Source: an optimization exercise on an open RTL-to-GDS flow (aim: small area). Production flows keep margins and buffers that such runs may drop. At most, simulation tests tie the RTL to the original design; equivalence was not proved. Power figures rest on the tool's default switching activity, not on a simulated workload.

== 04-12 ==
// connect_four
module connect_four(
    input clock,
    input reset,                        
    input rbtn, lbtn, mbtn, bbtn,
    output logic [7:0] row, greenColumn, blueColumn
    );
For scale: ~650 cells after synthesis, roughly 30 I/O pins, roughly 5200 um^2 of cells after synthesis.
make LEC_CHECK=0 CAP_MARGIN=20 CORE_MARGIN=2 CORE_UTILIZATION=40 PLACE_DENSITY=0.6 SLEW_MARGIN=20 finish   # period 10.0 ns
run.sh (not shown) runs the stock make flow with config.mk's settings and CLKGATE_MAP_FILE= SYNTH_SCRIPT=/design/flow/synth_recipe.tcl, a recipe that flattens the netlist after the stock synthesis.
Changes in 02-20 relative to 04-12:
Settings: CTS_BUF_LIST now sky130_fd_sc_hd__clkbuf_8, previously not set.
Results
- Changes observed in 02-20 relative to 04-12: number of buffers outside the clock class in the layout stayed essentially flat; part of the power in combinational logic rose by 0.3 points; post-route cell area fell by 100 um^2.
- As far as die area goes, 04-12 and 02-20 are indistinguishable; the numbers are identical.
- Delta (02-20 minus 04-12): maximum clock frequency comparable, tightest hold margin grew by 0.0082 ns, clock network latency to the later pin of the worst-skew pair rose 0.03 ns, layout overhead on the synthesized area lost 1.9 points, switching power share of the total higher.
- In the flow results for 02-20 and 04-12, the register clock-pin slew on the reported worst setup and hold paths is smaller on 04-12.
- 02-20 -> 04-12: flip-flop and latch count delta 0, exact match
No functional check of the RTL was part of any run of this note.

---

The RTL this note starts from:
==> flow/design.v <==
`timescale 1ns / 1ps
module debounce_one_shot(
    input CLK,
    input EN,
    input RST,
    input BTN,
    output logic DB_BTN
    );
    logic       ph;
    logic [5:0] q;
    wire s25 = q[1] & q[3] & q[4];               
    wire s52 = q[1] & q[2] & q[3] & q[4];        
    wire s53 = q[2] & q[3] & q[4] & q[5];        
    wire last = ph ? s53 : s25;                  
    wire adv  = ph ? (s52 | s53 | ~BTN) : BTN;   
    wire step = adv & ~last;
    assign DB_BTN = ph & s52;
    wire load = EN | RST;                        
    wire move = EN & step & ~RST;                
    wire wrap = RST | (EN & ph & s53);           
    wire hold = ~load;
    wire fb   = ~(q[5] ^ q[0]);
    always_ff @(posedge CLK) begin
        ph   <= (load & ~RST & (ph ? ~s53 : (BTN & s25))) | (hold & ph);
        q[0] <= (move & fb)   | (hold & q[0]);
        q[1] <= (move & q[0]) | (hold & q[1]);
        q[2] <= (move & q[1]) | (hold & q[2]);
        q[3] <= (move & q[2]) | (hold & q[3]);
        q[4] <= (move & q[3]) | (hold & q[4]);
        q[5] <= (move & q[4]) | wrap | (hold & q[5]);
    end
endmodule
`timescale 1ns / 1ps
module position_mover(
    input RBTN,
    input LBTN,
    input clock,
    input en,
    input reset,
    input rst,
    output [2:0] columnPosition
    );
    logic [2:0] position;
    always_ff @(posedge clock) begin
        if (reset)
            position <= 3'b011;
        else if (en) begin
            if (rst)
                position <= 3'b011;
            else if (RBTN && !LBTN && !(position[2] && position[1]))
                position <= position + 3'd1;
            else if (LBTN && !RBTN && position != 3'd0)
                position <= position - 3'd1;
        end
    end
    assign columnPosition = position;
endmodule
`timescale 1ns / 1ps
module game_state(
    input clock,
    input en,
    input reset,
    input rst,
    input select,
    input [2:0] columnPosition,
    output logic [7:0] green_driver,
    output logic [7:0] blue_driver,
    output logic [7:0] row_driver
    );
    logic       turn;
    logic [2:0] topPos;
    logic       topTurn;
    logic [2:0] scan;
    wire clr = reset | (en & rst);
    always_ff @(posedge clock) begin
        if (clr)
            turn <= 1'b0;
        else if (en & select)
            turn <= ~turn;
    end
    always_ff @(posedge clock) begin
        if (reset) begin
            topPos  <= 3'd7;
            topTurn <= 1'b0;
            scan    <= 3'd0;
        end else if (en) begin
            topPos  <= columnPosition;
            topTurn <= turn;
            scan    <= scan + 3'd1;
        end
    end
    wire       s0 = (scan == 3'd0);
    wire       s2 = (scan == 3'd2);
    wire [4:0] lvl;                      
    wire [5:1] above;                    
    assign lvl[0] = (scan == 3'd7);
    assign lvl[1] = (scan == 3'd6);
    assign lvl[2] = (scan == 3'd5);
    assign lvl[3] = (scan == 3'd4);
    assign lvl[4] = (scan == 3'd3);
    assign above[1] = lvl[0];
    assign above[2] = scan[2] & scan[1];
    assign above[3] = scan[2] & (scan[1] | scan[0]);
    assign above[4] = scan[2];
    assign above[5] = scan[2] | (scan[1] & scan[0]);
    wire topTurnRow = s0 & topTurn;
    logic [5:0] w   [0:6];
    logic [6:0] og, ob;
    logic [6:0] sel;                     
    logic [5:0] cw;                      
    logic       cog, cob;                
    always_comb begin
        cw = 6'd0;
        cog = 1'b0;
        cob = 1'b0;
        for (int i = 0; i < 7; i++) begin
            sel[i] = (columnPosition == i);
            cw = cw | ({6{sel[i]}} & w[i]);
            cog = cog | (sel[i] & og[i]);
            cob = cob | (sel[i] & ob[i]);
        end
    end
    wire nog = cog | (cw[5] & ~turn);
    wire nob = cob | (cw[5] & turn);
    wire [5:0] cp = {1'b0, cw[5], cw[5] | cw[4], cw[5] | cw[4] | cw[3],
                     cw[5] | cw[4] | cw[3] | cw[2], cw[5] | cw[4] | cw[3] | cw[2] | cw[1]};
    wire [5:0] ct = cw & ~cp;            
    wire [5:0] nw = {cw[5] | ct[4], (cw[4:0] & ~(ct[4:0] & {5{~turn}})) | {ct[3:0], 1'b0}};
    wire drop = en & select & ~rst & ~reset;
    genvar gc;
    generate
        for (gc = 0; gc < 7; gc++) begin : col
            wire [5:0] cwc = w[gc];
            wire d    = drop & sel[gc];
            wire hold = ~(d | clr);
            always_ff @(posedge clock) begin
                w[gc] <= ({6{d}} & nw) | ({6{hold}} & cwc) | {5'b0, clr};
                og[gc] <= (d & nog) | (hold & og[gc]);
                ob[gc] <= (d & nob) | (hold & ob[gc]);
            end
            wire lit = (cwc[1] & above[1]) | (cwc[2] & above[2]) | (cwc[3] & above[3]) |
                       (cwc[4] & above[4]) | (cwc[5] & above[5]) |
                       (s0 & (topPos == gc));
            wire blu = (cwc[0] & lvl[0]) | (cwc[1] & lvl[1]) | (cwc[2] & lvl[2]) |
                       (cwc[3] & lvl[3]) | (cwc[4] & lvl[4]) | topTurnRow;
            assign green_driver[7 - gc] = ~((lit & ~blu) | (s2 & og[gc]));
            assign blue_driver[7 - gc]  = ~((lit & blu) | (s2 & ob[gc]));
        end
    endgenerate
    assign green_driver[0] = 1'b1;
    assign blue_driver[0]  = 1'b1;
    assign row_driver = 8'd1 << scan;
endmodule
`timescale 1ns / 1ps
`timescale 1ns / 1ps
module connect_four(
    input clock,
    input reset,                        
    input rbtn, lbtn, mbtn, bbtn,
    output logic [7:0] row, greenColumn, blueColumn
    );
    logic tick, db_mbtn, db_bbtn, db_lbtn, db_rbtn;
    logic [2:0] position;
    clk_div MYCLOCK (.clk(clock), .reset(reset), .sclk(tick));
    debounce_one_shot debouncer1 (.CLK(clock), .EN(tick), .RST(reset), .BTN(mbtn), .DB_BTN(db_mbtn));
    debounce_one_shot debouncer2 (.CLK(clock), .EN(tick), .RST(reset), .BTN(bbtn), .DB_BTN(db_bbtn));
    debounce_one_shot debouncer3 (.CLK(clock), .EN(tick), .RST(reset), .BTN(rbtn), .DB_BTN(db_rbtn));
    debounce_one_shot debouncer4 (.CLK(clock), .EN(tick), .RST(reset), .BTN(lbtn), .DB_BTN(db_lbtn));
    position_mover mover (
        .RBTN(db_rbtn), .LBTN(db_lbtn), .rst(db_bbtn),
        .clock(clock), .en(tick), .reset(reset),
        .columnPosition(position)
    );
    game_state game (
        .clock(clock), .en(tick), .reset(reset),
        .rst(db_bbtn), .select(db_mbtn), .columnPosition(position),
        .green_driver(greenColumn), .blue_driver(blueColumn), .row_driver(row)
    );
endmodule
module clk_div (
    input clk,
    input reset,
    output sclk
    );
    logic [6:0] q;
    assign sclk = ~q[6] & ~q[5] & ~q[3] & q[2] & ~q[1] & ~q[0];
    always_ff @(posedge clk) begin
        if (reset)
            q <= 7'b1011110;
        else
            q <= {q[5], q[4] | sclk, q[3:0], ~(q[6] ^ q[0])};
    end
endmodule
Settings: LEC_CHECK=0, CAP_MARGIN=20, CORE_MARGIN=2, CORE_UTILIZATION=40, CTS_BUF_LIST=sky130_fd_sc_hd__clkbuf_8, PLACE_DENSITY=0.6, SLEW_MARGIN=20; clock period 10.0 ns.
standard.sh (not shown) runs the stock make flow with config.mk's settings and CLKGATE_MAP_FILE= SYNTH_SCRIPT=/design/flow/synth_recipe.tcl, a recipe that flattens the netlist after the stock synthesis.
==> flow/flow/run.sh <==
#!/bin/bash
# Layout flow: the standard ORFS flow with three changes.
#  1. After the standard synthesis, the combinational logic of its netlist is
#     mapped again by ABC with an area script. The flip-flops stay exactly as
#     the standard synthesis made them (same cells, same instance names).
#  2. Ports are buffered with the smallest buffer (buf_1).
#  3. Clock tree synthesis adds no dummy loads.
# Each tool's full output goes to a log file in this folder.
set -euo pipefail
HERE=$(pwd)
R=$HERE/orfs/results/$FLOW_PLATFORM/connect_four/base
LIB=$FLOW_HOME/platforms/$FLOW_PLATFORM/lib/sky130_fd_sc_hd__tt_025C_1v80.lib
KNOBS=("BUFFER_PORTS_ARGS=-buffer_cell sky130_fd_sc_hd__buf_1"
       "CTS_ARGS=-sink_clustering_enable -repair_clock_nets -buf_list sky130_fd_sc_hd__clkbuf_16 -sink_clustering_size 51 -sink_clustering_max_diameter 300 -dont_use_dummy_load")

# 1. standard synthesis
bash standard.sh "${KNOBS[@]}" synth > 1_standard_synth.log 2>&1

# 2. re-map the combinational logic
python3 flow/mkmap.py "$LIB" cells_map.v > mkmap.log 2>&1
cp "$R/1_2_yosys.v" 1_2_yosys_standard.v
cat > resynth.ys <<EOT
read_liberty -lib $LIB
read_verilog 1_2_yosys_standard.v
hierarchy -top $FLOW_TOP
techmap -map cells_map.v
techmap
opt -fast
opt_clean -purge
abc -liberty $LIB -dont_use *lpflow* -dont_use *probe* -script $HERE/flow/area.abc
opt_clean -purge
setundef -zero
hilomap -singleton -hicell sky130_fd_sc_hd__conb_1 HI -locell sky130_fd_sc_hd__conb_1 LO
insbuf -buf sky130_fd_sc_hd__buf_4 A X
splitnets
opt_clean -purge
tee -o resynth_stat.txt stat -liberty $LIB
check -assert -mapped
write_verilog -noattr -nohex -nodec 1_2_yosys_resynth.v
EOT
yosys -s resynth.ys > resynth.log 2>&1
# the same flip-flop instances, cell for cell
diff <(grep -oE '^ *sky130_fd_sc_hd__df[a-z0-9_]+ [^ ]+' 1_2_yosys_standard.v | sort) \
     <(grep -oE '^ *sky130_fd_sc_hd__df[a-z0-9_]+ [^ ]+' 1_2_yosys_resynth.v | sort) > ff_check.log 2>&1
cp 1_2_yosys_resynth.v "$R/1_2_yosys.v"
rm -f "$R/1_synth.odb"

# 3. the rest of the standard flow
bash standard.sh "${KNOBS[@]}" finish > 2_standard_finish.log 2>&1
Other scripts of this flow, unchanged in this note and not shown: flow/flow/area.abc, flow/flow/mkmap.py
Then changed:
--- a/flow/flow/run.sh
+++ b/flow/flow/run.sh
@@ -14 +14 @@
-       "CTS_ARGS=-sink_clustering_enable -repair_clock_nets -buf_list sky130_fd_sc_hd__clkbuf_16 -sink_clustering_size 51 -sink_clustering_max_diameter 300 -dont_use_dummy_load")
+       "CTS_ARGS=-sink_clustering_enable -repair_clock_nets -buf_list sky130_fd_sc_hd__clkbuf_8 -dont_use_dummy_load")
Effect: The new run finished with timing, DRC and antenna clean; power goes down by 12%; synthesized cell count does not change; clock-buffer cell count stays the same; wire length goes down by 0.38%; worst setup slack degrades by 0.083 ns.
Then changed:
--- a/flow/flow/run.sh
+++ b/flow/flow/run.sh
@@ -7 +7 @@
-#  3. Clock tree synthesis adds no dummy loads.
+#  3. Cells on paths with slack are downsized after global routing.
@@ -13,2 +13 @@
-KNOBS=("BUFFER_PORTS_ARGS=-buffer_cell sky130_fd_sc_hd__buf_1"
-       "CTS_ARGS=-sink_clustering_enable -repair_clock_nets -buf_list sky130_fd_sc_hd__clkbuf_8 -dont_use_dummy_load")
+KNOBS=("BUFFER_PORTS_ARGS=-buffer_cell sky130_fd_sc_hd__buf_1" "RECOVER_POWER=100")
Sequential share of layout area falls by 0.63 points.
Critical path depth stays the same.
Die area does not change.
Worst setup slack improves by 0.033 ns.
Maximum frequency rises slightly.

==> what the ideal ports hide <==
How much do the figures lean on ideal ports? The routed layouts below were timed once more, with nothing changed but the port constraints.
Step 1: set_driving_cell puts a clkbuf_16 on clock and a buf_2 on each other input, an assumption about the parent block.
Step 2 moves the port delays by t, midway between the first and last clock arrival at a register: inputs arrive t later, outputs are due t later. That takes back most of the time a late clock gives input paths.
Slacks: ideal / step 1 / step 2; pairs: ideal / step 1.
run	t, ns	slack for setup (ns)	worst hold slack (ns)	clock arrival spread, ns	worst slew at a driven data input, ns
04-12	0.397	4.433 / 4.391 / 4.787	0.446 / 0.446 / 0.446	0.008 / 0.009	0.03
02-20	0.419	4.428 / 4.392 / 4.811	0.454 / 0.454 / 0.454	0.012 / 0.012	0.03
the first run of note 2	0.392	4.829 / 4.788 / 5.180	0.446 / 0.446 / 0.446	0.022 / 0.022	0.03
the second run of note 2	0.415	4.746 / 4.712 / 5.127	0.451 / 0.451 / 0.451	0.035 / 0.034	0.03
the third run of note 2	0.418	4.780 / 4.746 / 5.164	0.454 / 0.454 / 0.454	0.013 / 0.012	0.03
After both steps setup and hold are still met in every run listed.
